Source: an optimization exercise on an open RTL-to-GDS flow (aim: small area and a short achievable clock period). Production flows keep margins and buffers that such runs may drop.
Only simulation tests tie the RTL to the original design; equivalence was not proved.
No driver is modelled on the clock port, so clocking that relies on it looks cheaper here than on a real chip.
Power and IR drop assume default switching activity.

==> flow/design.v <==
module Register(s_in, r_in, d_in, s_out, r_out, d_out, clock);
parameter W = 8;
input  [15:0] s_in;
input  [7:0]  r_in;
input  [7:0]  d_in;
input         clock;
output reg [15:0] s_out;
output     [7:0]  r_out;
output reg [7:0]  d_out;
reg [W-1:0] r_q;
always @(posedge clock) begin
  s_out <= s_in;
  r_q   <= r_in[W-1:0];
  d_out <= d_in;
end
generate
  if (W < 8) begin : pad
    assign r_out = {{(8 - W){1'b0}}, r_q};
  end else begin : full
    assign r_out = r_q;
  end
endgenerate
endmodule
module Stage(s_in, r_in, nd, s_out, r_out);
parameter J = 9;
input  [15:0] s_in;
input  [7:0]  r_in;
input  [7:0]  nd;
output [15:0] s_out;
output [7:0]  r_out;
localparam WI = (J - 1 < 8) ? J - 1 : 8;
localparam WO = (J < 8) ? J : 8;
wire [7:0] rin_w = r_in & ((9'd1 << WI) - 9'd1);
wire [8:0] t     = {rin_w, s_in[15]};
wire [7:0] g0 = t[7:0] & nd;
wire [7:0] p0 = t[7:0] | nd;
wire [7:0] g1 = {g0[7] | p0[7] & g0[6], g0[6], g0[5] | p0[5] & g0[4], g0[4],
                 g0[3] | p0[3] & g0[2], g0[2], g0[1] | p0[1] & g0[0], g0[0]};
wire [7:0] p1 = {p0[7] & p0[6], p0[6], p0[5] & p0[4], p0[4],
                 p0[3] & p0[2], p0[2], p0[1] & p0[0], p0[0]};
wire [7:0] g2 = {g1[7] | p1[7] & g1[5], g1[6] | p1[6] & g1[5], g1[5], g1[4],
                 g1[3] | p1[3] & g1[1], g1[2] | p1[2] & g1[1], g1[1], g1[0]};
wire [7:0] p2 = {p1[7] & p1[5], p1[6] & p1[5], p1[5], p1[4],
                 p1[3] & p1[1], p1[2] & p1[1], p1[1], p1[0]};
wire [7:0] g3 = {g2[7:4] | p2[7:4] & {4{g2[3]}}, g2[3:0]};
wire [8:0] c  = {g3, 1'b0};
wire [7:0] x    = nd ^ c[7:0];
wire [7:0] sum  = t[7:0] ^ x;
wire       q    = t[8] | c[8];
wire [7:0] rn   = q ? sum : t[7:0];
assign s_out = {s_in[14:0], q};
assign r_out = rn & ((9'd1 << WO) - 9'd1);
endmodule
module Divider(divisor,dividend,quotient_final,remainder,clock);
input clock;
input [7:0] divisor;
input [15:0] dividend;
output [15:0] quotient_final;
output [22:0] remainder;
wire [15:0] s  [1:15];
wire [7:0]  r  [1:15];
wire [7:0]  d  [1:15];
wire [15:0] sn [1:15];
wire [7:0]  rn [1:15];
reg [15:0] s1;
reg [7:0]  d1;
always @(posedge clock) begin
  s1 <= dividend;
  d1 <= 8'd0 - divisor;
end
assign s[1] = s1;
assign r[1] = 8'd0;
assign d[1] = d1;
wire [15:0] sa;
wire [7:0]  ra;
Stage #(.J(1)) S1 (s[1], r[1], d[1], sa, ra);
Stage #(.J(2)) S2 (sa, ra, d[1], sn[1], rn[1]);
Register #(.W(2)) R2 (sn[1], rn[1], d[1], s[2], r[2], d[2], clock);
genvar k;
generate
  for (k = 2; k <= 14; k = k + 1) begin : st
    Stage #(.J(k + 1)) S (s[k], r[k], d[k], sn[k], rn[k]);
    Register #(.W((k + 1 < 8) ? k + 1 : 8)) R (sn[k], rn[k], d[k], s[k+1], r[k+1], d[k+1], clock);
  end
endgenerate
Stage #(.J(16)) S16 (s[15], r[15], d[15], sn[15], rn[15]);
wire z15 = (d[15] == 8'd0);
reg [15:0] qf;
reg [15:0] rf;
always @(posedge clock) begin
  qf <= sn[15] | {16{z15}};
  rf <= {sn[15][7:0] & {8{z15}}, rn[15]};
end
assign quotient_final = qf;
assign remainder = {7'd0, rf};
endmodule
==> flow/flow/run.sh <==
#!/bin/bash
# The standard ORFS layout with these changes:
# - the divider steps 3..16 go to synthesis as sky130 gate netlists, which
#   flow/gen_stage.py writes from design.v (it replaces the Stage module; the
#   registers and everything else stay as in the RTL);
# - synthesis: Yosys's full-adder extraction is off (ADDER_MAP_FILE empty),
#   and ABC maps the remaining logic for delay with flow/abc_speed.script;
# - clock tree: right after TritonCTS, its root buffer (which only drives the
#   two first-level buffers) is removed and each first-level buffer is split
#   in two, so the clock port drives four buffers (flow/rmroot.tcl).
# ORFS's scripts are copied here and only those points differ.
set -euo pipefail
rm -rf scripts_local
cp -r "$FLOW_HOME/scripts" scripts_local
cp flow/abc_speed.script scripts_local/abc_speed.script
cp flow/rmroot.tcl scripts_local/rmroot.tcl
python3 - <<'PY'
p = "scripts_local/cts.tcl"
s = open(p).read()
anchor = "log_cmd clock_tree_synthesis {*}$cts_args\n"
assert anchor in s
s = s.replace(anchor, anchor + "source $::env(SCRIPTS_DIR)/rmroot.tcl\nremove_clock_root\nsplit_clock_level1 4\n")
open(p, "w").write(s)
PY
python3 flow/gen_stage.py design.v > mapped.v 2> gen_stage.log
bash standard.sh ADDER_MAP_FILE= SCRIPTS_DIR="$PWD/scripts_local" VERILOG_FILES="$PWD/mapped.v" finish > flow_make.log 2>&1
==> flow/flow/abc_speed.script <==
strash
dch
map -D 900
topo
stime -c
buffer -c
upsize -c
dnsize -c
==> flow/flow/gen_stage.py <==
#!/usr/bin/env python3
"""Write a gate-level version of the Stage module (sky130hd cells) for the
layout flow. Reads the design (design.v, all modules of the RTL), replaces its
Stage module with one whose steps J >= 3 are sky130 cell netlists, and prints
the result. Steps 1 and 2 keep the RTL's own description.

Each netlist computes what rtl/Stage.v computes: t = {r_in, s_in[15]} (the
r_in bits above J-1 are zero for J <= 8), q = t[8] | carry(t[7:0] + nd),
r_out = q ? t[7:0] + nd : t[7:0], s_out = {s_in[14:0], q}, where the carries
come from a Sklansky prefix tree, q from one AOI gate, and each remainder bit
as t ^ (q & (nd ^ c)).
"""
import re
import sys


class Net:
    def __init__(self, b):
        self.b = b
        self.cells = []
        self.wires = []
        self.n = 0
        self.memo = {}

    def wire(self):
        self.n += 1
        w = f"n{self.n}"
        self.wires.append(w)
        return w

    def cell(self, typ, out, **pins):
        self.n += 1
        name = f"g{self.n}"
        conns = ", ".join(f".{p}({v})" for p, v in list(pins.items()) + [out])
        self.cells.append(f"sky130_fd_sc_hd__{typ} {name} ({conns});")

    def gate(self, typ, outpin, **pins):
        w = self.wire()
        self.cell(typ, (outpin, w), **pins)
        return w


class Step:
    """Signals are keyed by name; avail[name] maps polarity (True = true
    value) to a net."""

    def __init__(self, J):
        self.J = J
        self.m = min(J, 8)
        self.N = Net(J)
        self.avail = {}

    def t(self, i):
        return "s_in[15]" if i == 0 else f"r_in[{i - 1}]"

    def nd(self, i):
        return f"nd[{i}]"

    def get(self, key, pol):
        a = self.avail.setdefault(key, {})
        if pol in a:
            return a[pol]
        if key[0] in "gp" and len(key) == 2:
            # bit generate / propagate straight from the flops
            kind, i = key
            if kind == "g":
                a[pol] = self.N.gate("and2_1" if pol else "nand2_1", "X" if pol else "Y",
                                     A=self.t(i), B=self.nd(i))
            else:
                a[pol] = self.N.gate("or2_1" if pol else "nor2_1", "X" if pol else "Y",
                                     A=self.t(i), B=self.nd(i))
            return a[pol]
        self.build(key)
        if pol in a:
            return a[pol]
        a[pol] = self.N.gate("inv_1", "Y", A=a[not pol])
        return a[pol]

    def has(self, key):
        return key in self.avail and self.avail[key]

    @staticmethod
    def split(i, j):
        h = (i ^ j).bit_length() - 1
        return (i >> h) << h

    def G(self, i, j):
        return ("G", i, j) if i != j else ("g", i)

    def P(self, i, j):
        return ("P", i, j) if i != j else ("p", i)

    def pref_pol(self, key):
        """The polarity a signal is (or will be) built in."""
        if len(key) == 2:
            return None
        if not self.has(key):
            self.build(key)
        a = self.avail[key]
        return next(iter(a))

    def build(self, key):
        kind, i, j = key
        mid = self.split(i, j)
        hi_g, hi_p, lo_g = self.G(i, mid), self.P(i, mid), self.G(mid - 1, j)
        if kind == "G":
            lp = self.pref_pol(lo_g)
            if lp is None:
                lp = False
            if lp is False:
                # inverted inputs: G = !((Ph' | Gl') & Gh')
                out = self.N.gate("o21ai_1", "Y", A1=self.get(hi_p, False),
                                  A2=self.get(lo_g, False), B1=self.get(hi_g, False))
                self.avail.setdefault(key, {})[True] = out
            else:
                out = self.N.gate("a21oi_1", "Y", A1=self.get(hi_p, True),
                                  A2=self.get(lo_g, True), B1=self.get(hi_g, True))
                self.avail.setdefault(key, {})[False] = out
        else:
            lo_p = self.P(mid - 1, j)
            lp = self.pref_pol(lo_p)
            hp = self.pref_pol(hi_p)
            pol = lp if lp is not None else (hp if hp is not None else False)
            if pol is False:
                out = self.N.gate("nor2_1", "Y", A=self.get(hi_p, False), B=self.get(lo_p, False))
                self.avail.setdefault(key, {})[True] = out
            else:
                out = self.N.gate("nand2_1", "Y", A=self.get(hi_p, True), B=self.get(lo_p, True))
                self.avail.setdefault(key, {})[False] = out

    def carry(self, i):
        """Carry into bit i of t[7:0] + nd (carry in 0), as a key."""
        return self.G(i - 1, 0)

    def emit(self):
        J, m, N = self.J, self.m, self.N
        # q
        if J >= 9:
            mid = self.split(7, 0)
            t8n = N.gate("inv_1", "Y", A="r_in[7]")
            q = N.gate("o211ai_2", "Y", A1=self.get(self.P(7, mid), False),
                       A2=self.get(self.G(mid - 1, 0), False),
                       B1=self.get(self.G(7, mid), False), C1=t8n)
        elif m == 8:
            q = self.get(self.G(7, 0), True)
        else:
            ups = [self.nd(i) for i in range(m, 8)]
            if len(ups) == 1:
                upn = N.gate("inv_1", "Y", A=ups[0])
            elif len(ups) <= 4:
                typ = {2: "nand2_1", 3: "nand3_1", 4: "nand4_1"}[len(ups)]
                upn = N.gate(typ, "Y", **dict(zip("ABCD", ups)))
            else:
                a = N.gate("and3_1", "X", A=ups[0], B=ups[1], C=ups[2])
                rest = [a] + ups[3:]
                typ = {2: "nand2_1", 3: "nand3_1", 4: "nand4_1"}[len(rest)]
                upn = N.gate(typ, "Y", **dict(zip("ABCD", rest)))
            q = N.gate("nor2_2", "Y", A=upn, B=self.get(self.G(m - 1, 0), False))
        lines = []
        # remainder bits: t ^ (q & (nd ^ c))
        for i in range(m):
            if i == 0:
                y = self.nd(0)
            else:
                c = self.carry(i)
                cp = self.pref_pol(c)
                if cp is None:
                    cp = False
                cn = self.get(c, cp)
                y = N.gate("xor2_1" if cp else "xnor2_1", "X" if cp else "Y", A=self.nd(i), B=cn)
            nn = N.gate("nand2_1", "Y", A=q, B=y)
            N.cell("xnor2_1", ("Y", f"r_out[{i}]"), A=self.t(i), B=nn)
        for i in range(m, 8):
            lines.append(f"assign r_out[{i}] = 1'b0;")
        lines.append(f"assign s_out = {{s_in[14:0], {q}}};")
        body = [f"wire {w};" for w in N.wires] + N.cells + lines
        return body


def stage_module(rtl_stage):
    out = ["module Stage(s_in, r_in, nd, s_out, r_out);",
           "parameter J = 9;",
           "input  [15:0] s_in;", "input  [7:0]  r_in;", "input  [7:0]  nd;",
           "output [15:0] s_out;", "output [7:0]  r_out;",
           "generate"]
    first = True
    for J in range(3, 17):
        out.append(f"{'if' if first else 'end else if'} (J == {J}) begin : j{J}")
        first = False
        out += ["  " + l for l in Step(J).emit()]
    out.append("end else begin : rtl")
    out.append(f"  Stage_rtl #(.J(J)) u (s_in, r_in, nd, s_out, r_out);")
    out.append("end")
    out.append("endgenerate")
    out.append("endmodule")
    rtl = re.sub(r"\bmodule\s+Stage\b", "module Stage_rtl", rtl_stage, count=1)
    return rtl + "\n" + "\n".join(out) + "\n"


def main():
    src = open(sys.argv[1]).read()
    m = re.search(r"\bmodule\s+Stage\b.*?\bendmodule\b", src, re.S)
    assert m, "no Stage module"
    rest = src[:m.start()] + src[m.end():]
    sys.stdout.write(rest + "\n" + stage_module(m.group(0)))


if __name__ == "__main__":
    main()
==> flow/flow/rmroot.tcl <==
# remove the CTS root buffer: connect the clock port net straight to its loads
proc remove_clock_root {} {
  set block [ord::get_db_block]
  set cnet [$block findNet clock]
  set roots {}
  foreach it [$cnet getITerms] {
    set inst [$it getInst]
    if {[[$it getMTerm] getIoType] eq "INPUT"} { lappend roots $inst }
  }
  puts "clock port loads: [llength $roots]"
  foreach inst $roots {
    set onet ""
    foreach it [$inst getITerms] {
      if {[[$it getMTerm] getIoType] eq "OUTPUT"} { set onet [$it getNet] }
    }
    set sinks {}
    foreach it [$onet getITerms] {
      if {[[$it getMTerm] getIoType] eq "INPUT"} { lappend sinks $it }
    }
    puts "root [$inst getName] drives [llength $sinks]"
    foreach it $sinks { $it disconnect; $it connect $cnet }
    odb::dbInst_destroy $inst
    odb::dbNet_destroy $onet
  }
}

# split each buffer the clock port drives into two, each driving the half of
# its loads on one side, while the port drives at most max_loads pins
proc split_clock_level1 {max_loads} {
  set block [ord::get_db_block]
  set cnet [$block findNet clock]
  set bufs {}
  foreach it [$cnet getITerms] { lappend bufs [$it getInst] }
  set n [llength $bufs]
  foreach inst $bufs {
    if {$n >= $max_loads} { break }
    set master [$inst getMaster]
    set onet ""; set ain ""; set xout ""
    foreach it [$inst getITerms] {
      set io [[$it getMTerm] getIoType]
      if {$io eq "OUTPUT"} { set onet [$it getNet]; set xout [$it getMTerm] }
      if {$io eq "INPUT"} { set ain [$it getMTerm] }
    }
    set sinks {}
    foreach it [$onet getITerms] {
      if {[[$it getMTerm] getIoType] eq "INPUT"} {
        set bb [[$it getInst] getBBox]
        lappend sinks [list $it [expr {([$bb xMin]+[$bb xMax])/2}] [expr {([$bb yMin]+[$bb yMax])/2}]]
      }
    }
    if {[llength $sinks] < 2} { continue }
    set xs [lmap s $sinks {lindex $s 1}]; set ys [lmap s $sinks {lindex $s 2}]
    set dx [expr {[tcl::mathfunc::max {*}$xs] - [tcl::mathfunc::min {*}$xs]}]
    set dy [expr {[tcl::mathfunc::max {*}$ys] - [tcl::mathfunc::min {*}$ys]}]
    set k [expr {$dx >= $dy ? 1 : 2}]
    set sorted [lsort -integer -index $k $sinks]
    set h [expr {[llength $sorted] / 2}]
    set g1 [lrange $sorted 0 [expr {$h-1}]]
    set g2 [lrange $sorted $h end]
    set name "[$inst getName]_split"
    set ni [odb::dbInst_create $block $master $name]
    set nn [odb::dbNet_create $block "${name}_net"]
    $nn setSigType CLOCK
    [$ni findITerm [$ain getName]] connect $cnet
    [$ni findITerm [$xout getName]] connect $nn
    foreach s $g2 { set it [lindex $s 0]; $it disconnect; $it connect $nn }
    foreach {grp ii} [list $g1 $inst $g2 $ni] {
      set cx 0; set cy 0
      foreach s $grp { set cx [expr {$cx + [lindex $s 1]}]; set cy [expr {$cy + [lindex $s 2]}] }
      set cx [expr {$cx / [llength $grp]}]; set cy [expr {$cy / [llength $grp]}]
      $ii setLocation $cx $cy
      $ii setPlacementStatus PLACED
    }
    incr n
    puts "split [$inst getName]: [llength $g1] + [llength $g2]"
  }
}
==> flow/standard.sh <==
#!/bin/bash
# synth_recipe.tcl (not shown) runs the flow's synth.tcl, then flattens the netlist and writes it again
# the make line also repeats each setting of config.mk as NAME=value (left out here)
make -C /OpenROAD-flow-scripts/flow DESIGN_CONFIG=/design/flow/config.mk WORK_HOME=/design/flow/orfs CLKGATE_MAP_FILE= SYNTH_SCRIPT=/design/flow/synth_recipe.tcl "${@:-finish}"
==> flow/config.mk <==
export PLATFORM = sky130hd
export DESIGN_NAME = Divider
export DESIGN_NICKNAME = Divider
export VERILOG_FILES = /design/flow/design.v
export SDC_FILE = /design/flow/constraint.sdc
export NUM_CORES = 4
export LEC_CHECK = 0
export CAP_MARGIN = 20
export CORE_MARGIN = 2
export CORE_UTILIZATION = 40
export CTS_BUF_LIST = sky130_fd_sc_hd__clkbuf_16
export CTS_CLUSTER_DIAMETER = 100
export CTS_CLUSTER_SIZE = 30
export SETUP_SLACK_MARGIN = 1.65
export SLEW_MARGIN = 20
==> flow/constraint.sdc <==
create_clock -name core_clock -period 3.0 [get_ports {clock}]
set_input_delay 0.6000 -clock core_clock [delete_from_list [all_inputs] [get_ports {clock}]]
set_output_delay 0.6000 -clock core_clock [all_outputs]
set_load 0.01 [all_outputs]
==> impl_metrics.yaml, run 1 <==
pwr:
  ir_worst_vdd_mv: 0.544
  powerDensity_nw_per_um2: 934
  leakage_nw: 7.59
  totalPowerFinal_mw: 17.3
drt:
  detail_route.drc_violations: 0
  wire_per_inst_um: 11.0
  vias_per_cell: 4.35
  first_pass_iters: 6
  vias: 8591
  drt-initial-drc-count: 216
  finalWirelength_mm: 21.7
  drtAntennaViolNets: 0
logic_synthesis:
  syn_inst: 1318
  post_synth_num_cell_types: 27
  synth-seq-cells: 483
  synth_compound_area_frac: 0.0565
  syn-cell-area_sq_um: 14200
  synthMuxAreaShare: 0.00106
  synth_xor_area_frac: 0.115
  avgSynthCellArea_sq_um: 10.8
  synth_top_family_by_area: "simple AND/OR/NAND/NOR gates"
  synth_fa_ha_area_frac: 0
  yosys.area_share.simple: 0.128
  yosysWarningCount: 8
  synth.yosys.seq_area_share: 0.680
clocking:
  cts.sink_count: 483
  clock_latency_ns: 0.35
  numCtsBuffers: 20
  cts_tree: "done"
  clkSlewWorstSetupHoldPaths_ns: 0.11
setup_path:
  rrSetupSlack_ns: 1.50
  crit_required_ns: 3.22
  arrival_ns: 1.73
  worst_setup_path_start_kind: "register"
  end_kind: "register"
  worstPathMaxFanout: 6
  path_class: "register to register"
floorplan:
  initial_utilization: 0.403
  fp.dieH_um: 193
  die-area_sq_um: 37100
  ios: 64
  fp.dieW_um: 193
  rows: 69
  coreArea_sq_um: 35300
final_layout:
  diodes: 0
  final_common_cell: "dfxtp_1"
  design_area_sq_um: 18500
  drive_above_1_share: 0.399
  final_cell_mix: "dfxtp_1, nand2_1, dfxtp_2"
  syn_to_final_growth_pct: 30.1
  n_fill_cell: 2976
  fin_nets: 1539
placed_design:
  placed_area_sq_um: 15500
  dp_hpwl_mm: 11.9
  gp_routability_congestion: 0.751
  io_buffers: 56
  pre_cts_slack_ns: 0.812
grt:
  grt_pass1_wl_mm: 34.2
  grt_pass1_vias: 8198
  overflow: 0
  grt_max_degree: 31
  gr-usage-all-layers: 0.112
  antenna_found_initial: 0
sta:
  setup_slack_ns: 1.50
  tns_ns: 0
  hold_violations: 0
  slew_viol_final: 0
  clock.fmax_mhz: 665
  skew_ns: 0.0246
  fin_crit_ns: 1.50
  post-route-period-util: 0.502
  setup_violations: 0
  rsz0062_at_grt: "yes"
worst_hold_path:
  hold_path_class: "register to register"
flow_run:
  cap_violations: 0
run_status:
  status: "no timing/DRC/antenna violations"
flip-flops by register name, indices dropped and copies added, names as in the netlist:
signal	count
R2.d_out	8
R2.r_q	2
R2.s_out	16
d1	8
qf	16
rf	16
s1	16
st.R.d_out	104
st.R.r_q	89
st.R.s_out	208
critical path, cell delays in order, from the launching register on:
cell	delay, ns
dfxtp_2	0.38
nor2_4	0.05
o21ai_4	0.18
a21oi_4	0.11
buf_6	0.13
o211ai_4	0.29
nand2_1	0.11
xnor2_1	0.14
power by group:
part / internal, mW / switching, mW
clock network: 1.36 / 1.82
logic: 2.76 / 2.85
registers: 7.68 / 0.807
cells in the mapped netlist, drive strengths merged:
master	count	area, sq um
xor2	51	447
buf	7	52.6
o31ai	1	12.5
and3	1	6.26
a21oi	47	235
clkbuf	2	7.51
nand3	3	20.0
nand2	233	877
xnor2	136	1190
or2	26	165
inv	53	199
conb	1	3.75
mux2	1	15.0
and2	25	156
nand4	2	18.8
nor3	2	15.0
nor4	2	12.5
o211ai	8	100
o21ai	91	455
nor2	143	554
dfxtp	483	9670
area by class of cell, clock buffers not listed:
| class | count | area (sq um) | area share |
|---|---|---|---|
| Sequential cell | 483 | 9990 | 0.540 |
| Multi-Input combinational cell | 789 | 5740 | 0.310 |
| Clock inverter | 2 | 32.5 | 0.00176 |
| Tap cell | 461 | 577 | 0.0312 |
| Timing Repair Buffer | 166 | 1410 | 0.0761 |
| Inverter | 53 | 199 | 0.0108 |
| Buffer | 2 | 50.0 | 0.00271 |
logic make-up after synthesis:
family,after synthesis
XOR/XNOR,187
flip-flops,483
buffers and inverters,62
AND/OR/NAND/NOR,437
other,1
AO/OA/AOI/OAI,147
multiplexers,1
repair_timing:
item | CTS | global route
pin swaps | 97 | 132
cloned | 10 | 0
buffers inserted | 69 | 41
resized for setup | 453 | 213
endpoints found under the setup margin | 167 | 153
hold buffers | 0 | 0
through the flow:
step	std cells	utilization	hold slack (ns)
after detailed placement	1832	0.438	0.312
after CTS	1935	0.495	0.309
final	1976	0.524	0.311
after global routing	1976	0.524	0.320
after floorplan	1324	-	0.310
after global placement	1832	0.438	0.310
worst paths after layout:
path	end	depth (start not counted)	startpoint
max	st[8].R.r_q[0]$_DFF_P_	7	st[7].R.d_out[1]$_DFF_P_
min	st[7].R.s_out[2]$_DFF_P_	0	st[6].R.s_out[1]$_DFF_P_
min reg2reg	st[7].R.s_out[2]$_DFF_P_	0	st[6].R.s_out[1]$_DFF_P_
max reg2reg	st[8].R.r_q[0]$_DFF_P_	7	st[7].R.d_out[1]$_DFF_P_
metal layers:
layer / vias up / wire length, um / global-route usage
li1: 4518 / - / -
met1: 3934 / 7900 / 0.101
met3: 45 / 693 / 0.0242
met2: 94 / 12400 / 0.241
met4: 0 / 617 / 0.0367
met5: - / 0 / 0
==> run 2, diff against run 1 <==
--- a/flow/config.mk
+++ b/flow/config.mk
@@ -12,4 +12,4 @@
 export CTS_CLUSTER_DIAMETER = 100
 export CTS_CLUSTER_SIZE = 30
-export SETUP_SLACK_MARGIN = 1.65
+export SETUP_SLACK_MARGIN = 1.58
 export SLEW_MARGIN = 20
==> run 2 against run 1 <==
  * Combinational power decreased by 3%
  * Clock skew up 0.0087 ns
  * Clock power up 3%
  * Register-to-register slack worse by 0.03 ns
  * Core utilization decreased by 0.88 points
  * First-iteration DRC count increased by 6.5%
  * Synthesized area stayed put
  * Cell count shrank 1.1%
  * Critical path depth did not move
  * Fmax shrank 1.7%
  * Via count decreased by 1.1%
  * Global-route usage decreased by 0.31 points
==> impl_metrics.yaml, run 2 <==
setup_path:
  critPathMaxStageDelay_ns: 0.35
  worstPathMaxFanout: 5
  crit_required_ns: 3.22
  worst_setup_path_start_kind: "register"
  r2r_end: "st[8].R.r_q[6]$_DFF_P_"
  r2r-start: "st[7].R.d_out[1]$_DFF_P_"
  critPathMostFrequentCell: "o21ai_2"
  rrSetupSlack_ns: 1.47
  crit_chain: "nor2_2, o21ai_2, a21oi_4, o21ai_2, xor2_1, nand2_2, xnor2_2"
  arrival_ns: 1.75
  reg2reg_depth: 7
  cp_top_family: "compound AO/OA/AOI/OAI gates"
  path_buf_inv: 0
  path_class: "register to register"
  crit_path_top_delay_cell: "dfxtp_2"
  end_kind: "register"
sta:
  fin_crit_ns: 1.53
  clock.fmax_mhz: 654
  post-route-period-util: 0.510
  slew_headroom: 0.633
  tightest_slew_ns: 0.547
  tns_ns: 0
  slew_viol_final: 0
  setup_slack_ns: 1.47
  setup_violations: 0
  skew_ns: 0.0333
  rsz0062_at_grt: "yes"
  hold_violations: 0
logic_synthesis:
  synth.yosys.seq_area_share: 0.680
  syn-cell-area_sq_um: 14200
  synthMostInstantiatedCell: "dfxtp_1"
  synth_ff_type: "dfxtp_1"
  post_synth_num_cell_types: 27
  avgSynthCellArea_sq_um: 10.8
  synth_edf_count: 0
  synth_compound_area_frac: 0.0565
  synth-seq-cells: 483
  yosysWarningCount: 8
  syn_inst: 1318
  synth_top_cell_area_share: 0.680
  synth_fa_ha_area_frac: 0
  synth_top_family_by_area: "simple AND/OR/NAND/NOR gates"
  synthMuxAreaShare: 0.00106
  async_flop_share: 0
  yosys.area.top_type: "dfxtp_1"
  synth_xor_area_frac: 0.115
  yosys.area_share.simple: 0.128
  synth_common_cells: "dfxtp_1, nand2_1, nor2_1, xnor2_1, o21ai_1"
  synthTopCellsByArea: "dfxtp_1, xnor2_1, nand2_1"
worst_hold_path:
  holdPathStages: 0
  hold_path_class: "register to register"
  hold_end: "st[3].R.s_out[10]$_DFF_P_"
  min_from: "st[2].R.s_out[9]$_DFF_P_"
grt:
  grt_pass1_wl_mm: 33.1
  gr-usage-all-layers: 0.109
  grt_pass1_vias: 7695
  antenna_found_initial: 0
  overflow: 0
  grt_max_degree: 31
final_layout:
  diodes: 0
  drive_above_1_share: 0.383
  top_register: "st.R.s_out"
  largest_reg_flops: 208
  design_area_sq_um: 18200
  final_cell_mix: "dfxtp_1, nand2_1, dfxtp_2"
  syn_to_final_growth_pct: 27.9
  largestRegisters: "st.R.s_out x208, st.R.d_out x104, st.R.r_q x89"
  fin_nets: 1516
  final_common_cell: "dfxtp_1"
pwr:
  totalPowerFinal_mw: 17.2
  swShare: 0.313
  powerDensity_nw_per_um2: 944
  switchingPower_mw: 5.37
  clockPowerShare: 0.189
  pwr-share-seq: 0.493
  leakage_nw: 7.44
  combPwrFrac: 0.318
  ir_worst_vdd_mv: 0.806
  cell_internal_pwr_mw: 11.8
drt:
  drtAntennaViolNets: 0
  finalWirelength_mm: 21.2
  vias_per_cell: 4.35
  vias: 8499
  detail_route.drc_violations: 0
  drt-initial-drc-count: 230
  wire_per_inst_um: 10.8
  first_pass_iters: 4
floorplan:
  rows: 69
  coreArea_sq_um: 35300
  initial_utilization: 0.403
  fp.dieH_um: 193
  die-area_sq_um: 37100
  fp.dieW_um: 193
  ios: 64
flow_run:
  cap_violations: 0
clocking:
  numCtsBuffers: 20
  clock_latency_ns: 0.35
  cts.sink_count: 483
  cts_tree: "done"
  clkSlewWorstSetupHoldPaths_ns: 0.11
placed_design:
  dp_hpwl_mm: 11.8
  placed_area_sq_um: 15400
  pre_cts_slack_ns: 0.811
  io_buffers: 56
  gp_routability_congestion: 0.743
run_status:
  status: "no timing/DRC/antenna violations"
## run 2: final cells by class, clock buffers not listed
cell class | count | area [sq um]
inverters | 53 | 199
multi-input cells | 785 | 5630
clock inverters | 4 | 57.6
plain buffers | 2 | 50.0
flip-flops and latches | 483 | 9980
well taps | 461 | 577
repair buffers | 147 | 1190
fillers | 2998 | 17100
## run 2: how the worst max path moves through the flow
stage	slack, ns	cells past startpoint	endpoint	startpoint
6_report	1.47	7	st[8].R.r_q[6]$_DFF_P_	st[7].R.d_out[1]$_DFF_P_
5_1_grt	1.41	7	st[8].R.r_q[6]$_DFF_P_	st[7].R.d_out[1]$_DFF_P_
4_1_cts	1.51	1	quotient_final[10]	qf[10]$_DFF_P_
3_5_place_dp	0.81	8	d1[7]$_DFF_P_	divisor[0]
3_3_place_gp	0.81	8	d1[7]$_DFF_P_	divisor[0]
2_1_floorplan	1.34	7	d1[7]$_DFF_P_	divisor[0]
## run 2: power groups by stage
stage                     sequential [mW]  clock (mW)  combinational [mW]
after floorplan                      8.29           0                2.98
after global placement               8.34           0                3.62
after detailed placement             8.37           0                3.72
after CTS                            8.29        3.40                4.67
after global routing                 8.62        3.62                5.99
final                                8.47        3.25                5.46
## run 2: logic make-up (layout without fill, tap and decap cells)
group           count (synthesis)  in the layout
compound gates                147            152
xor+xnor                      187            187
buf+inv                        62            226
flops                         483            483
mux                             1              1
other cells                     1              7
simple gates                  437            438
## run 2: what timing repair did
item,4_1_cts,5_1_grt
setup buffers,57,34
hold buffers,0,0
cloned,5,1
endpoints found under the setup margin,162,134
pin swaps,69,107
gates resized for setup,368,305
## run 2: through the flow
stage,cells,hold slack (ns),util
final,1955,0.317,0.515
after global routing,1955,0.324,0.515
after CTS,1920,0.323,0.483
after detailed placement,1832,0.312,0.435
after global placement,1832,0.310,0.435
after floorplan,1324,0.310,-
## run 2: metal layers
layer | track usage | routed length [um] | vias up
li1 | - | - | 4467
met1 | 0.0987 | 7430 | 3894
met2 | 0.227 | 12200 | 92
met3 | 0.0282 | 809 | 46
met4 | 0.0411 | 728 | 0
met5 | 0 | 0 | -
==> run 3, diff against run 2 <==
--- a/flow/config.mk
+++ b/flow/config.mk
@@ -12,4 +12,4 @@
 export CTS_CLUSTER_DIAMETER = 100
 export CTS_CLUSTER_SIZE = 30
-export SETUP_SLACK_MARGIN = 1.58
+export SETUP_SLACK_MARGIN = 1.55
 export SLEW_MARGIN = 20
==> run 3 against run 2 <==
  * Sequential power down 0.7%
  * Synthesized cell count unchanged
  * Routed wire length down 5.9%
  * Worst setup slack better by 0.051 ns
  * Clock skew down 0.0042 ns
  * Worst hold slack worse by 0.0068 ns
  * Combinational power down 9.0%
  * Sequential share of layout area up 1.3 points
  * First-iteration DRC count down 1.7%
  * Total power down 3.3%
==> impl_metrics.yaml, run 3 <==
placed_design:
  gp_routability_congestion: 0.743
  dp_hpwl_mm: 12.0
  io_buffers: 56
final_layout:
  fin_nets: 1498
  largest_reg_flops: 208
  top_register: "st.R.s_out"
  final_cell_mix: "dfxtp_1, nand2_1, dfxtp_2"
  diodes: 0
  largestRegisters: "st.R.s_out x208, st.R.d_out x104, st.R.r_q x89"
  syn_to_final_growth_pct: 24.1
  drive_above_1_share: 0.334
  final_common_cell: "dfxtp_1"
logic_synthesis:
  synthMostInstantiatedCell: "dfxtp_1"
  synth_edf_count: 0
  synth.yosys.seq_area_share: 0.680
  synth_ff_type: "dfxtp_1"
  synth_common_cells: "dfxtp_1, nand2_1, nor2_1, xnor2_1, o21ai_1"
  synth_top_family_by_area: "simple AND/OR/NAND/NOR gates"
  avgSynthCellArea_sq_um: 10.8
  synthMuxAreaShare: 0.00106
  yosys.area_share.simple: 0.128
  post_synth_num_cell_types: 27
  syn_inst: 1318
  syn-cell-area_sq_um: 14200
  async_flop_share: 0
  synth_compound_area_frac: 0.0565
  synthTopCellsByArea: "dfxtp_1, xnor2_1, nand2_1"
  synth_xor_area_frac: 0.115
  yosysWarningCount: 8
  synth_fa_ha_area_frac: 0
  synth_top_cell_area_share: 0.680
  yosys.area.top_type: "dfxtp_1"
  synth-seq-cells: 483
floorplan:
  initial_utilization: 0.403
  coreArea_sq_um: 35300
  fp.dieW_um: 193
  rows: 69
  fp.dieH_um: 193
  ios: 64
  die-area_sq_um: 37100
pwr:
  ir_worst_vdd_mv: 0.546
  totalPowerFinal_mw: 16.6
  leakage_nw: 7.24
  powerDensity_nw_per_um2: 942
run_status:
  status: "no timing/DRC/antenna violations"
sta:
  fin_crit_ns: 1.48
  skew_ns: 0.0291
  setup_violations: 0
  post-route-period-util: 0.493
  hold_violations: 0
  clock.fmax_mhz: 676
  tns_ns: 0
  rsz0062_at_grt: "yes"
  slew_viol_final: 0
clocking:
  cts_tree: "done"
  clock_latency_ns: 0.35
  numCtsBuffers: 20
  clkSlewWorstSetupHoldPaths_ns: 0.11
  cts.sink_count: 483
  ctsHoldBuffers: 0
drt:
  met1_length_mm: 7.24
  detail_route.drc_violations: 0
  finalWirelength_mm: 19.9
  drtAntennaViolNets: 0
  drt-initial-drc-count: 226
  vias_per_cell: 4.33
  vias: 8375
  first_pass_iters: 6
  wl_met3_um: 732
  maxUsedRoutingLayer: "met4"
  dr_wl_met2_mm: 11.4
  wire_per_inst_um: 10.3
setup_path:
  crit_chain: "nor2_4, o21ai_4, a21oi_4, buf_4, xnor2_1, nand2_1, xnor2_1"
  worst_setup_path_start_kind: "register"
  critPathMaxStageDelay_ns: 0.36
  r2r_end: "st[13].R.r_q[4]$_DFF_P_"
  critPathMostFrequentCell: "xnor2_1"
  crit_cells: 7
  path_buf_inv: 1
  crit_required_ns: 3.25
  rrSetupSlack_ns: 1.52
  crit_path_top_delay_cell: "dfxtp_2"
  path_class: "register to register"
  r2r-start: "st[12].R.d_out[1]$_DFF_P_"
  end_kind: "register"
  cp_top_family: "compound AO/OA/AOI/OAI gates"
  arrival_ns: 1.73
  reg2reg_depth: 7
  worstPathMaxFanout: 6
grt:
  overflow: 0
  grt_pass1_vias: 7614
  gr-usage-all-layers: 0.105
  grt_max_degree: 31
  antenna_found_initial: 0
  grt_pass1_wl_mm: 32.0
worst_hold_path:
  min_from: "st[7].R.s_out[14]$_DFF_P_"
  holdPathStages: 0
  hold_path_class: "register to register"
  hold_end: "st[8].R.s_out[15]$_DFF_P_"
flow_run:
  cap_violations: 0
run 3: cell types whose count changed in the layout (fill, tap and decap cells not counted), sizes merged:
cell	previous run	this run
inv	54	55
clkinv	1	0
buf	125	108
clkinvlp	1	0
o211ai	12	11
dlygate4sd2	2	1
dlymetal6s2s	0	1
run 3: worst max-delay path by stage:
stage / from / end
global route: st[11].R.d_out[1]$_DFF_P_ / st[12].R.r_q[6]$_DFF_P_
finish: st[12].R.d_out[1]$_DFF_P_ / st[13].R.r_q[4]$_DFF_P_
global placement: divisor[0] / d1[7]$_DFF_P_
CTS: divisor[3] / d1[7]$_DFF_P_
floorplan: divisor[0] / d1[7]$_DFF_P_
detailed placement: divisor[0] / d1[7]$_DFF_P_
run 3: repair_timing:
| action | CTS | global route |
|---|---|---|
| buffers inserted | 47 | 27 |
| resized for setup | 281 | 289 |
| endpoints found under the setup margin | 160 | 112 |
| pin swaps | 51 | 95 |
| cloned | 5 | 0 |
run 3: kinds of logic after synthesis:
kind of cell / Yosys count
flip-flops: 483
AND/OR/NAND/NOR: 437
XOR/XNOR: 187
AO/OA/AOI/OAI: 147
buffers and inverters: 62
multiplexers: 1
other: 1
run 3: layer usage:
layer  vias to the layer above  track usage
met3                        33       0.0253
met1                      3841       0.0978
met4                         0       0.0370
li1                       4423            -
met2                        78        0.218
met5                         -            0
run 3: power breakdown:
group	total [mW]	leakage [nW]	switching (mW)	internal (mW)
combinational	4.97	2.89	2.49	2.48
sequential	8.41	4.05	0.769	7.64
clock	3.24	0.299	1.80	1.44
total	16.6	7.24	5.06	11.6
run 3: through the flow:
step	utilization	setup slack, ns	hold WS (ns)	std cells	cell area [sq um]
global route	0.500	1.44	0.318	1936	17600
detailed placement	0.434	0.798	0.312	1832	15300
finish	0.500	1.52	0.310	1936	17600
CTS	0.474	1.52	0.309	1909	16700
floorplan	-	1.34	0.310	1324	14300
global placement	0.434	0.811	0.310	1832	15300
run 3: cell type report, clock buffers not listed:
cell class                      instances  area (sq um)
Buffer                                  2          50.0
Clock inverter                          3          57.6
Fill cell                            3093         17700
Inverter                               53           199
Multi-Input combinational cell        784          5350
Sequential cell                       483          9910
Tap cell                              461           577
Timing Repair Buffer                  130          1010
==> run 4, diff against run 3 <==
--- a/flow/config.mk
+++ b/flow/config.mk
@@ -12,4 +12,4 @@
 export CTS_CLUSTER_DIAMETER = 100
 export CTS_CLUSTER_SIZE = 30
-export SETUP_SLACK_MARGIN = 1.55
+export SETUP_SLACK_MARGIN = 1.45
 export SLEW_MARGIN = 20
==> run 4 against run 3 <==
  * Still clean
  * First-iteration DRC count down 17%
  * Worst hold slack better by 0.0065 ns
  * Sequential power down 1%
  * Fmax down 1.6%
  * Die area unchanged
  * Combinational power down 4.8%
  * Synthesized area unchanged
  * Critical path type is now register to output port
  * Largest cell class unchanged
==> impl_metrics.yaml, run 4 <==
setup_path:
  startpoint: "qf[7]$_DFF_P_"
  critPathMaxStageDelay_ns: 0.31
  crit_required_ns: 2.40
  path_buf_inv: 1
  crit_path_top_delay_cell: "dfxtp_1"
  worst_setup_path_start_kind: "register"
  path_class: "register to output port"
  worstPathMaxFanout: 1
  r2r-start: "st[9].R.r_q[2]$_DFF_P_"
  crit_chain: "dlygate4sd2_1"
  end_kind: "output port"
  arrival_ns: 0.90
  cp_top_family: "flip-flops"
final_layout:
  largestRegisters: "st.R.s_out x208, st.R.d_out x104, st.R.r_q x89"
  n_fill_cell: 3160
  drive_above_1_share: 0.196
  finalNonFillerCells: 1905
  design_area_sq_um: 17100
  seq_area_sq_um: 9760
  fin_nets: 1467
  multi_input_area_sq_um: 5110
  top_register: "st.R.s_out"
  final_common_cell: "dfxtp_1"
  final_util: 0.484
  final_cell_mix: "dfxtp_1, nand2_1, xnor2_1"
  syn_to_final_growth_pct: 20.1
  diodes: 0
  largest_reg_flops: 208
pwr:
  combPwrFrac: 0.293
  cell_internal_pwr_mw: 11.2
  powerDensity_nw_per_um2: 947
  leakage_nw: 7.01
  ir_worst_vdd_mv: 0.652
  switchingPower_mw: 4.96
  swShare: 0.307
  clockPowerShare: 0.194
  pwr-share-seq: 0.513
  totalPowerFinal_mw: 16.2
sta:
  slew_viol_final: 0
  setup_slack_ns: 1.50
  post-route-period-util: 0.501
  hold_violations: 0
  tightest_slew_ns: 0.546
  skew_ns: 0.0351
  clock.fmax_mhz: 665
  slew_headroom: 0.633
  rsz0062_at_grt: "yes"
  setup_violations: 0
  fin_crit_ns: 1.50
  hold_slack_ns: 0.317
  tns_ns: 0
placed_design:
  gp_routability_congestion: 0.752
  pre_cts_slack_ns: 0.797
  dp_hpwl_mm: 12.1
  dp_cells: 1832
  placed_area_sq_um: 15300
  io_buffers: 56
floorplan:
  coreArea_sq_um: 35300
  fp.dieH_um: 193
  initial_utilization: 0.403
  rows: 69
  fp.dieW_um: 193
  ios: 64
  die-area_sq_um: 37100
grt:
  grt_max_degree: 31
  antenna_found_initial: 0
  overflow: 0
  grt_pass1_vias: 7547
  gr-usage-all-layers: 0.106
  grt_pass1_wl_mm: 32.2
logic_synthesis:
  avgSynthCellArea_sq_um: 10.8
  synth.yosys.seq_area_share: 0.680
  async_flop_share: 0
  synthMostInstantiatedCell: "dfxtp_1"
  post_synth_num_cell_types: 27
  synthTopCellsByArea: "dfxtp_1, xnor2_1, nand2_1"
  synth_common_cells: "dfxtp_1, nand2_1, nor2_1, xnor2_1, o21ai_1"
  synth_top_cell_area_share: 0.680
  syn_inst: 1318
  yosys.area.top_type: "dfxtp_1"
  syn-cell-area_sq_um: 14200
  synth_ff_type: "dfxtp_1"
  synth_edf_count: 0
  synth-seq-cells: 483
  yosysWarningCount: 8
clocking:
  clkSlewWorstSetupHoldPaths_ns: 0.11
  clock_latency_ns: 0.34
  ctsHoldBuffers: 0
  cts_tree: "done"
  numCtsBuffers: 20
  cts.sink_count: 483
flow_run:
  cap_violations: 0
drt:
  drt-initial-drc-count: 188
  vias: 8177
  wire_per_inst_um: 10.3
  vias_per_cell: 4.29
  drtAntennaViolNets: 0
  first_pass_iters: 4
  finalWirelength_mm: 19.7
  detail_route.drc_violations: 0
run_status:
  status: "no timing/DRC/antenna violations"
worst_hold_path:
  min_from: "st[7].R.s_out[2]$_DFF_P_"
  hold_path_class: "register to register"
## run 4: power groups by stage
| stage | logic [mW] | registers, mW | clock network [mW] |
|---|---|---|---|
| floorplan | 2.93 | 8.29 | 0 |
| global placement | 3.57 | 8.35 | 0 |
| detailed placement | 3.69 | 8.38 | 0 |
| CTS | 4.29 | 8.22 | 3.32 |
| global route | 5.27 | 8.45 | 3.53 |
| finish | 4.73 | 8.30 | 3.14 |
## run 4: logic make-up after synthesis
group / Yosys count / synth area share
other cells: 1 / 0.000264
xor+xnor: 187 / 0.115
simple gates: 437 / 0.128
compound gates: 147 / 0.0565
buf+inv: 62 / 0.0182
flops: 483 / 0.680
mux: 1 / 0.00106
## run 4: area by class of cell, clock buffers not listed
type,instances,area share
plain buffers,2,0.00293
clock inverters,3,0.00198
inverters,53,0.0117
multi-input cells,785,0.299
flip-flops and latches,483,0.572
well taps,461,0.0338
repair buffers,98,0.0495
## run 4: layer usage
layer / GRT usage / vias to the layer above / wire length (um)
li1: - / 4351 / -
met1: 0.0958 / 3700 / 7170
met5: 0 / - / 0
met2: 0.222 / 84 / 11100
met3: 0.0205 / 42 / 700
met4: 0.0479 / 0 / 686
## run 4: repair_timing
action                                 CTS  global route
cloned                                   5             1
setup endpoints to repair              159           126
endpoints found under the hold margin    0             0
pin swaps                               23            49
buffers inserted                        16            26
resized for setup                      112           198
## run 4: worst paths after layout
check	slack [ns]	cells after the start	end
max	1.50	1	quotient_final[7]
min	0.32	0	st[8].R.s_out[3]$_DFF_P_
min reg2reg	0.32	0	st[8].R.s_out[3]$_DFF_P_
max reg2reg	1.51	7	st[10].R.r_q[5]$_DFF_P_
==> run 5, diff against run 4 <==
--- a/flow/config.mk
+++ b/flow/config.mk
@@ -12,4 +12,4 @@
 export CTS_CLUSTER_DIAMETER = 100
 export CTS_CLUSTER_SIZE = 30
-export SETUP_SLACK_MARGIN = 1.45
+export SETUP_SLACK_MARGIN = 1.5
 export SLEW_MARGIN = 20
==> run 5 against run 4 <==
  * Still clean
  * Critical path depth grew 6
  * Total power grew 0.98%
  * Sequential power barely moved
  * Fmax increased by 1.5%
  * Sequential share of layout area up 0.082 points
  * Worst setup slack better by 0.022 ns
  * Cell area up 0.59%
  * Global-route usage shrank 0.22 points
  * Critical endpoint is now rf[4]$_DFF_P_
  * Largest power group unchanged
==> impl_metrics.yaml, run 5 <==
placed_design:
  io_buffers: 56
  gp_routability_congestion: 0.743
  pre_cts_slack_ns: 0.798
  placed_area_sq_um: 15300
  dp_hpwl_mm: 12.0
logic_synthesis:
  synth_ff_type: "dfxtp_1"
  synthTopCellsByArea: "dfxtp_1, xnor2_1, nand2_1"
  synth_edf_count: 0
  avgSynthCellArea_sq_um: 10.8
  synthMostInstantiatedCell: "dfxtp_1"
  syn-cell-area_sq_um: 14200
  synth.yosys.seq_area_share: 0.680
  async_flop_share: 0
  synth_top_cell_area_share: 0.680
  yosysWarningCount: 8
  syn_inst: 1318
  post_synth_num_cell_types: 27
  yosys.area.top_type: "dfxtp_1"
  synth_common_cells: "dfxtp_1, nand2_1, nor2_1, xnor2_1, o21ai_1"
  synth-seq-cells: 483
grt:
  antenna_found_initial: 0
  overflow: 0
  grt_max_degree: 31
  grt_pass1_vias: 7538
  grt_pass1_wl_mm: 31.6
  gr-usage-all-layers: 0.104
  met2_usage: 0.215
  use_met3: 0.0245
  met1_usage: 0.0973
  busiest_layer: "met2"
drt:
  drtAntennaViolNets: 0
  first_pass_iters: 4
  detail_route.drc_violations: 0
  drt-initial-drc-count: 225
  wire_per_inst_um: 10.3
  finalWirelength_mm: 19.6
  vias: 8278
  vias_per_cell: 4.33
floorplan:
  coreArea_sq_um: 35300
  rows: 69
  initial_utilization: 0.403
  fp.dieH_um: 193
  ios: 64
  fp.dieW_um: 193
  die-area_sq_um: 37100
setup_path:
  worstPathMaxFanout: 6
  r2r_end: "rf[4]$_DFF_P_"
  worst_setup_path_start_kind: "register"
  reg2reg_depth: 7
  r2r-start: "st[14].R.d_out[1]$_DFF_P_"
  crit_required_ns: 3.24
  end_kind: "register"
  arrival_ns: 1.72
  path_class: "register to register"
  rrSetupSlack_ns: 1.52
final_layout:
  drive_above_1_share: 0.267
  diodes: 0
  largest_reg_flops: 208
  fin_nets: 1474
  largestRegisters: "st.R.s_out x208, st.R.d_out x104, st.R.r_q x89"
  final_common_cell: "dfxtp_1"
  design_area_sq_um: 17200
  syn_to_final_growth_pct: 20.8
  top_register: "st.R.s_out"
  final_cell_mix: "dfxtp_1, nand2_1, xnor2_1"
sta:
  setup_violations: 0
  skew_ns: 0.0287
  hold_violations: 0
  setup_slack_ns: 1.52
  clock.fmax_mhz: 675
  post-route-period-util: 0.494
  rsz0062_at_grt: "yes"
  fin_crit_ns: 1.48
  tns_ns: 0
  slew_viol_final: 0
pwr:
  combPwrFrac: 0.291
  ir_worst_vdd_mv: 0.582
  switchingPower_mw: 4.99
  totalPowerFinal_mw: 16.3
  cell_internal_pwr_mw: 11.3
  swShare: 0.306
  powerDensity_nw_per_um2: 951
  pwr-share-seq: 0.510
  clockPowerShare: 0.199
  leakage_nw: 7.05
clocking:
  clock_latency_ns: 0.35
  cts.sink_count: 483
  cts_tree: "done"
  clkSlewWorstSetupHoldPaths_ns: 0.11
  ctsHoldBuffers: 0
  numCtsBuffers: 20
worst_hold_path:
  holdPathStages: 0
  min_from: "st[3].R.s_out[3]$_DFF_P_"
  hold_end: "st[4].R.s_out[4]$_DFF_P_"
  hold_path_class: "register to register"
flow_run:
  cap_violations: 0
run_status:
  status: "no timing/DRC/antenna violations"
## run 5: changes by cell type in the layout (fill, tap and decap cells not counted), moves of 6 or more
cell / previous run / this run
buf_2: 0 / 30
nor2_1: 107 / 95
o21ai_1: 55 / 45
dfxtp_1: 416 / 367
nor2_2: 24 / 35
dfxtp_2: 64 / 109
clkbuf_2: 11 / 3
o21ai_2: 24 / 37
buf_6: 2 / 8
clkdlybuf4s15_1: 18 / 0
## run 5: worst max path at each step
stage | from | endpoint | slack, ns
2_1_floorplan | divisor[0] | d1[7]$_DFF_P_ | 1.34
3_3_place_gp | divisor[0] | d1[7]$_DFF_P_ | 0.81
3_5_place_dp | divisor[0] | d1[7]$_DFF_P_ | 0.80
4_1_cts | divisor[1] | d1[7]$_DFF_P_ | 1.44
5_1_grt | st[14].R.d_out[1]$_DFF_P_ | rf[6]$_DFF_P_ | 1.44
6_report | st[14].R.d_out[1]$_DFF_P_ | rf[4]$_DFF_P_ | 1.52
## run 5: per-layer routing
metal,part of all wire,wire (um),vias up
met3,0.037,718,31
met4,0.024,478,0
met2,0.57,11200,84
met5,0,0,-
li1,-,-,4373
met1,0.37,7210,3790
## run 5: kinds of logic after synthesis
family | count (synthesis) | synth area share
xor gates and xnor gates | 187 | 0.115
muxes | 1 | 0.00106
DFF | 483 | 0.680
AOI/OAI and AO/OA | 147 | 0.0565
other | 1 | 0.000264
buffers and inverters | 62 | 0.0182
and+or+nand+nor | 437 | 0.128
## run 5: stage by stage
| step | cells | hold slack [ns] | util |
|---|---|---|---|
| after floorplan | 1324 | 0.310 | - |
| after global placement | 1832 | 0.310 | 0.434 |
| after detailed placement | 1832 | 0.312 | 0.434 |
| after CTS | 1892 | 0.309 | 0.471 |
| after global routing | 1912 | 0.318 | 0.486 |
| final | 1912 | 0.314 | 0.486 |
## run 5: cell type report, clock buffers not listed
class                   instances  area [sq um]
inverters                      53           199
plain buffers                   2          50.0
multi-input cells             787          5180
fillers                      3154         18100
repair buffers                103           777
well taps                     461           577
clock inverters                 3          57.6
flip-flops and latches        483          9830
## run 5: worst max-delay path: stages (launching register included)
cell     delay, ns
dfxtp_4       0.39
nor2_4        0.13
o21ai_4       0.08
a21oi_4       0.32
buf_6         0.15
xnor2_2       0.10
nand2_1       0.08
xnor2_1       0.13
## run 5: power by group through the flow
stage / logic [mW] / clock network (mW) / registers [mW]
6_report: 4.76 / 3.24 / 8.33
3_5_place_dp: 3.69 / 0 / 8.38
4_1_cts: 4.35 / 3.41 / 8.23
2_1_floorplan: 2.93 / 0 / 8.29
5_1_grt: 5.29 / 3.65 / 8.49
3_3_place_gp: 3.58 / 0 / 8.34
## run 5: repair_timing
item                                    CTS  global route
endpoints found under the setup margin  160           134
buffers inserted                         28            19
pin swaps                                30            65
cloned                                    7             1
resized for setup                       187           263
==> run 6, diff against run 5 <==
--- a/flow/flow/run.sh
+++ b/flow/flow/run.sh
@@ -24,3 +24,3 @@
 PY
 python3 flow/gen_stage.py design.v > mapped.v 2> gen_stage.log
-bash standard.sh ADDER_MAP_FILE= SCRIPTS_DIR="$PWD/scripts_local" VERILOG_FILES="$PWD/mapped.v" finish > flow_make.log 2>&1
+bash standard.sh ADDER_MAP_FILE= RECOVER_POWER=100 BUFFER_PORTS_ARGS="-buffer_cell sky130_fd_sc_hd__buf_1" SCRIPTS_DIR="$PWD/scripts_local" VERILOG_FILES="$PWD/mapped.v" finish > flow_make.log 2>&1
==> run 6 against run 5 <==
  * Still clean
  * Combinational power shrank 12%
  * Clock power down 3%
  * Worst hold slack better by 0.0054 ns
  * Critical path depth is 1 lower
  * Sequential power is essentially flat
  * Total power fell by 4.1%
  * Cell area decreased by 4.4%
  * Cell count increased by 0.31%
  * Register-to-register slack worse by 0.61 ns
  * Global-route usage barely moved
  * Sequential share of layout area grew 2.1 points
  * Fmax shrank 29%
  * Largest cell class unchanged
  * Highest routed layer unchanged
==> impl_metrics.yaml, run 6 <==
clocking:
  cts_tree: "done"
  cts.sink_count: 483
  clkSlewWorstSetupHoldPaths_ns: 0.10
  clock_latency_ns: 0.35
  numCtsBuffers: 20
  ctsHoldBuffers: 0
setup_path:
  end_kind: "register"
  arrival_ns: 2.34
  worst_setup_path_start_kind: "register"
  r2r-start: "st[10].R.d_out[0]$_DFF_P_"
  crit_path_top_delay_cell: "o211ai_1"
  path_buf_inv: 0
  path_class: "register to register"
  critPathMaxStageDelay_ns: 0.58
  crit_required_ns: 3.24
  r2r_end: "st[11].R.r_q[0]$_DFF_P_"
  crit_chain: "nand2_2, o21ai_0, a21oi_1, o211ai_1, nand2_1, xnor2_1"
  worstPathMaxFanout: 6
  rrSetupSlack_ns: 0.91
  cp_top_family: "compound AO/OA/AOI/OAI gates"
  reg2reg_depth: 6
drt:
  finalWirelength_mm: 19.5
  vias_per_cell: 4.28
  drtAntennaViolNets: 0
  first_pass_iters: 4
  wire_per_inst_um: 10.2
  drt-initial-drc-count: 237
  vias: 8203
  detail_route.drc_violations: 0
sta:
  hold_violations: 0
  rsz0062_at_grt: "yes"
  tightest_slew_ns: 1.17
  fin_crit_ns: 2.09
  clock.fmax_mhz: 478
  setup_violations: 0
  post-route-period-util: 0.697
  slew_viol_final: 0
  hold_slack_ns: 0.319
  skew_ns: 0.0388
  slew_headroom: 0.213
  tns_ns: 0
final_layout:
  n_fill_cell: 3268
  drive_above_1_share: 0.152
  top_register: "st.R.s_out"
  diodes: 0
  largestRegisters: "st.R.s_out x208, st.R.d_out x104, st.R.r_q x89"
  largest_reg_flops: 208
  final_common_cell: "dfxtp_1"
  syn_to_final_growth_pct: 15.5
  final_cell_mix: "dfxtp_1, nand2_1, xnor2_1"
  fin_nets: 1480
  finalNonFillerCells: 1918
logic_synthesis:
  synth_edf_count: 0
  post_synth_num_cell_types: 27
  synth_top_cell_area_share: 0.680
  synth_ff_type: "dfxtp_1"
  syn_inst: 1318
  synthTopCellsByArea: "dfxtp_1, xnor2_1, nand2_1"
  synth_common_cells: "dfxtp_1, nand2_1, nor2_1, xnor2_1, o21ai_1"
  synth.yosys.seq_area_share: 0.680
  avgSynthCellArea_sq_um: 10.8
  synth-seq-cells: 483
  async_flop_share: 0
  synthMostInstantiatedCell: "dfxtp_1"
  syn-cell-area_sq_um: 14200
  yosysWarningCount: 8
  yosys.area.top_type: "dfxtp_1"
placed_design:
  io_buffers: 56
  dp_hpwl_mm: 11.6
  gp_routability_congestion: 0.744
  dp_cells: 1832
floorplan:
  coreArea_sq_um: 35300
  rows: 69
  die-area_sq_um: 37100
  fp.dieW_um: 193
  initial_utilization: 0.403
  ios: 64
  fp.dieH_um: 193
worst_hold_path:
  min_from: "st[12].R.s_out[7]$_DFF_P_"
  hold_path_class: "register to register"
  hold_end: "st[13].R.s_out[8]$_DFF_P_"
  holdPathStages: 0
run_status:
  status: "no timing/DRC/antenna violations"
pwr:
  swShare: 0.299
  leakage_nw: 6.75
  ir_worst_vdd_mv: 0.601
  powerDensity_nw_per_um2: 954
  pwr-share-seq: 0.531
  combPwrFrac: 0.268
  switchingPower_mw: 4.68
  cell_internal_pwr_mw: 11.0
  clockPowerShare: 0.201
grt:
  grt_max_degree: 31
  grt_pass1_wl_mm: 31.7
  antenna_found_initial: 0
  grt_pass1_vias: 7514
  overflow: 0
  gr-usage-all-layers: 0.104
flow_run:
  cap_violations: 0
[run 6: worst max-delay path by stage]
stage | startpoint | cells past startpoint | endpoint
after floorplan | divisor[0] | 7 | d1[7]$_DFF_P_
after global placement | divisor[0] | 8 | d1[7]$_DFF_P_
after detailed placement | divisor[0] | 8 | d1[7]$_DFF_P_
after CTS | st[14].R.d_out[0]$_DFF_P_ | 7 | rf[6]$_DFF_P_
after global routing | st[10].R.r_q[0]$_DFF_P_ | 6 | st[11].R.r_q[0]$_DFF_P_
final | st[10].R.d_out[0]$_DFF_P_ | 6 | st[11].R.r_q[0]$_DFF_P_
[run 6: timing repair]
action	in CTS	in global routing
buffers inserted	25	29
gates cloned	5	2
endpoints found under the setup margin	125	110
pin swaps	29	57
gates resized for setup	90	207
[run 6: logic make-up after synthesis]
kind of cell / count (synthesis) / synth area share
DFF: 483 / 0.680
and+or+nand+nor: 437 / 0.128
xor gates and xnor gates: 187 / 0.115
AOI/OAI and AO/OA: 147 / 0.0565
buffers and inverters: 62 / 0.0182
muxes: 1 / 0.00106
other: 1 / 0.000264
[run 6: layout make-up, clock buffers not listed]
class,count,area (sq um),share of cell area
sequential,483,9730,0.593
inverter,53,199,0.0121
tap,461,577,0.0351
multi-input combinational,785,4710,0.287
buffer,2,50.0,0.00305
timing repair buffer,111,604,0.0368
clock inverter,3,35.0,0.00213
[run 6: routing by layer]
metal | routed length [um] | track usage
met1 | 7240 | 0.0973
met2 | 11200 | 0.217
met3 | 576 | 0.0182
met4 | 568 | 0.0426
met5 | 0 | 0
[run 6: per-stage QoR]
step	instance area, sq um	worst slack, ns	total power, mW	util
after floorplan	14300	1.34	11.2	-
after global placement	15000	1.18	11.8	0.424
after detailed placement	15000	1.17	11.9	0.424
after CTS	16200	1.44	15.8	0.460
after global routing	16400	0.754	16.7	0.465
final	16400	0.909	15.7	0.465
[run 6: power by group through the flow]
stage | Combinational, mW | Sequential (mW) | Clock, mW
after floorplan | 2.93 | 8.29 | 0
after global routing | 4.72 | 8.48 | 3.53
after CTS | 4.22 | 8.22 | 3.31
final | 4.20 | 8.31 | 3.15
after detailed placement | 3.52 | 8.37 | 0
after global placement | 3.42 | 8.34 | 0
==> run 7, diff against run 6 <==
--- a/flow/flow/run.sh
+++ b/flow/flow/run.sh
@@ -24,3 +24,3 @@
 PY
 python3 flow/gen_stage.py design.v > mapped.v 2> gen_stage.log
-bash standard.sh ADDER_MAP_FILE= RECOVER_POWER=100 BUFFER_PORTS_ARGS="-buffer_cell sky130_fd_sc_hd__buf_1" SCRIPTS_DIR="$PWD/scripts_local" VERILOG_FILES="$PWD/mapped.v" finish > flow_make.log 2>&1
+bash standard.sh ADDER_MAP_FILE= BUFFER_PORTS_ARGS="-buffer_cell sky130_fd_sc_hd__buf_1" SCRIPTS_DIR="$PWD/scripts_local" VERILOG_FILES="$PWD/mapped.v" finish > flow_make.log 2>&1
==> run 7 against run 6 <==
  * Die area unchanged
  * Sequential share of layout area shrank 1.6 points
  * Combinational power is 13% higher
  * Worst setup slack improved by 0.61 ns
  * Synthesized cell count stayed put
  * First-iteration DRC count down 4.6%
  * Worst hold slack got worse by 0.00068 ns
  * Global-route usage stayed put
  * Clock power is essentially flat
  * Largest power group unchanged
==> impl_metrics.yaml, run 7 <==
grt:
  grt_max_degree: 31
  antenna_found_initial: 0
  grt_pass1_wl_mm: 31.7
  gr-usage-all-layers: 0.104
  grt_pass1_vias: 7514
  overflow: 0
logic_synthesis:
  yosysWarningCount: 8
  synth_ff_type: "dfxtp_1"
  synth_edf_count: 0
  synthMostInstantiatedCell: "dfxtp_1"
  synth_top_cell_area_share: 0.680
  post_synth_num_cell_types: 27
  synthTopCellsByArea: "dfxtp_1, xnor2_1, nand2_1"
  async_flop_share: 0
  synth_common_cells: "dfxtp_1, nand2_1, nor2_1, xnor2_1, o21ai_1"
  avgSynthCellArea_sq_um: 10.8
  syn-cell-area_sq_um: 14200
  yosys.area.top_type: "dfxtp_1"
  syn_inst: 1318
  synth.yosys.seq_area_share: 0.680
  synth-seq-cells: 483
worst_hold_path:
  min_from: "st[12].R.s_out[7]$_DFF_P_"
  hold_path_class: "register to register"
  hold_end: "st[13].R.s_out[8]$_DFF_P_"
  holdPathStages: 0
sta:
  hold_violations: 0
  setup_violations: 0
  rsz0062_at_grt: "yes"
  skew_ns: 0.0376
  clock.fmax_mhz: 675
  slew_viol_final: 0
  post-route-period-util: 0.494
  tns_ns: 0
  fin_crit_ns: 1.48
setup_path:
  reg2reg_depth: 7
  crit_path_top_delay_cell: "dfxtp_4"
  arrival_ns: 1.72
  rrSetupSlack_ns: 1.52
  worstPathMaxFanout: 6
  end_kind: "register"
  r2r-start: "st[10].R.d_out[1]$_DFF_P_"
  crit_chain: "nor2_4, o21ai_4, a21oi_4, o21ai_2, xor2_1, nand2_1, xnor2_1"
  worst_setup_path_start_kind: "register"
  r2r_end: "st[11].R.r_q[7]$_DFF_P_"
  critPathMaxStageDelay_ns: 0.37
  path_class: "register to register"
  crit_required_ns: 3.24
final_layout:
  diodes: 0
  final_common_cell: "dfxtp_1"
  drive_above_1_share: 0.235
  syn_to_final_growth_pct: 19.5
  largest_reg_flops: 208
  final_cell_mix: "dfxtp_1, nand2_1, xnor2_1"
  top_register: "st.R.s_out"
  largestRegisters: "st.R.s_out x208, st.R.d_out x104, st.R.r_q x89"
  fin_nets: 1480
  n_fill_cell: 3147
floorplan:
  ios: 64
  initial_utilization: 0.403
  fp.dieW_um: 193
  rows: 69
  coreArea_sq_um: 35300
  die-area_sq_um: 37100
  fp.dieH_um: 193
placed_design:
  io_buffers: 56
  dp_hpwl_mm: 11.6
  gp_routability_congestion: 0.744
pwr:
  ir_worst_vdd_mv: 0.644
  leakage_nw: 6.89
  powerDensity_nw_per_um2: 954
  totalPowerFinal_mw: 16.2
clocking:
  numCtsBuffers: 20
  clock_latency_ns: 0.35
  clkSlewWorstSetupHoldPaths_ns: 0.11
  cts.sink_count: 483
  cts_tree: "done"
  ctsHoldBuffers: 0
drt:
  vias_per_cell: 4.27
  vias: 8194
  first_pass_iters: 4
  wire_per_inst_um: 10.2
  finalWirelength_mm: 19.5
  drt-initial-drc-count: 226
  detail_route.drc_violations: 0
  drtAntennaViolNets: 0
flow_run:
  cap_violations: 0
run_status:
  status: "no timing/DRC/antenna violations"
-- run 7: timing repair --
item	4_1_cts	5_1_grt
setup buffers	25	29
endpoints found under the setup margin	125	110
cloned	5	2
gates resized for setup	90	207
pin swaps	29	57
-- run 7: metrics by stage --
| step | hold slack [ns] | setup WS, ns | instances | util | instance area [sq um] |
|---|---|---|---|---|---|
| global placement | 0.310 | 1.18 | 1832 | 0.424 | 15000 |
| CTS | 0.319 | 1.44 | 1887 | 0.460 | 16200 |
| floorplan | 0.310 | 1.34 | 1324 | - | 14300 |
| finish | 0.319 | 1.52 | 1918 | 0.481 | 17000 |
| detailed placement | 0.312 | 1.17 | 1832 | 0.424 | 15000 |
| global route | 0.313 | 1.42 | 1918 | 0.481 | 17000 |
-- run 7: how the worst max path moves through the flow --
stage / from / end / slack, ns / depth (start not counted)
after floorplan: divisor[0] / d1[7]$_DFF_P_ / 1.34 / 7
after global placement: divisor[0] / d1[7]$_DFF_P_ / 1.18 / 8
after detailed placement: divisor[0] / d1[7]$_DFF_P_ / 1.17 / 8
after CTS: st[14].R.d_out[0]$_DFF_P_ / rf[6]$_DFF_P_ / 1.44 / 7
after global routing: st[7].R.d_out[1]$_DFF_P_ / st[8].R.r_q[7]$_DFF_P_ / 1.42 / 7
final: st[10].R.d_out[1]$_DFF_P_ / st[11].R.r_q[7]$_DFF_P_ / 1.52 / 7
-- run 7: power breakdown --
part,internal (mW),switching [mW],leakage [nW]
combinational,2.28,2.45,2.57
clock,1.36,1.79,0.281
sequential,7.60,0.729,4.04
-- run 7: layout make-up, clock buffers not listed --
class / instances / area (sq um) / area share
multi-input combinational: 785 / 5150 / 0.303
timing repair buffer: 111 / 662 / 0.0390
buffer: 2 / 50.0 / 0.00295
inverter: 53 / 199 / 0.0117
clock inverter: 3 / 35.0 / 0.00206
sequential: 483 / 9810 / 0.578
tap: 461 / 577 / 0.0339
-- run 7: worst max-delay path: cells and delay by family, from the launching register on --
family / cells / cell delay (ns)
DFF: 1 / 0.37
and+or+nand+nor: 2 / 0.20
xor gates and xnor gates: 2 / 0.27
AOI/OAI and AO/OA: 3 / 0.54
-- run 7: cell families (layout without fill, tap and decap cells) --
logic type	after synthesis	after routing	synth area share
AOI/OAI and AO/OA	147	152	0.0565
muxes	1	1	0.00106
buffers and inverters	62	189	0.0182
DFF	483	483	0.680
and+or+nand+nor	437	438	0.128
xor gates and xnor gates	187	187	0.115
other	1	7	0.000264
-- run 7: layer usage --
layer / global-route usage / wire length, um / vias up
li1: - / - / 4377
met1: 0.0973 / 7210 / 3694
met2: 0.217 / 11200 / 90
met3: 0.0182 / 573 / 33
met4: 0.0426 / 543 / 0
met5: 0 / 0 / -

==> separate check: timing with driven ports <==
No port has a modelled driver above. Below, the same layouts with a new extraction and two added sets of constraints.
Step 1 (the two cells are an assumption about what drives the block):
set clk [get_ports {clock}]
set_driving_cell -lib_cell sky130_fd_sc_hd__clkbuf_16 $clk
set_driving_cell -lib_cell sky130_fd_sc_hd__buf_2 [delete_from_list [all_inputs] $clk]
Step 2 adds t to the input delays and takes it off the output delays; t is the mean of the earliest and latest rising clock arrival at the registers after step 1. Input paths then give back, and output paths get back, about the clock's delay inside the block.
Three values: no drivers, after step 1, after step 2; two values: the first two.
run	t (ns)	setup WS [ns]	hold slack, ns	latest minus earliest clock arrival (ns)	worst register clock-pin slew, ns
run 1	0.433	1.495 / 1.495 / 1.231	0.311 / 0.311 / 0.311	0.038 / 0.038	0.11 / 0.11
run 2	0.430	1.470 / 1.470 / 1.229	0.317 / 0.317 / 0.317	0.037 / 0.037	0.11 / 0.11
run 3	0.430	1.520 / 1.511 / 1.180	0.310 / 0.311 / 0.311	0.031 / 0.031	0.11 / 0.11
run 4	0.431	1.497 / 1.393 / 1.199	0.317 / 0.317 / 0.317	0.036 / 0.036	0.11 / 0.11
run 5	0.431	1.519 / 1.502 / 1.172	0.314 / 0.314 / 0.314	0.033 / 0.033	0.12 / 0.12
run 6	0.431	0.909 / 0.909 / 0.909	0.319 / 0.260 / 0.319	0.040 / 0.039	0.11 / 0.11
run 7	0.431	1.518 / 1.474 / 1.246	0.319 / 0.260 / 0.319	0.039 / 0.039	0.11 / 0.11
After both steps setup and hold are still met in every run listed. The setup slack of run 5, which loses most, moves by -0.017 ns with the drivers and by -0.347 ns with both steps.
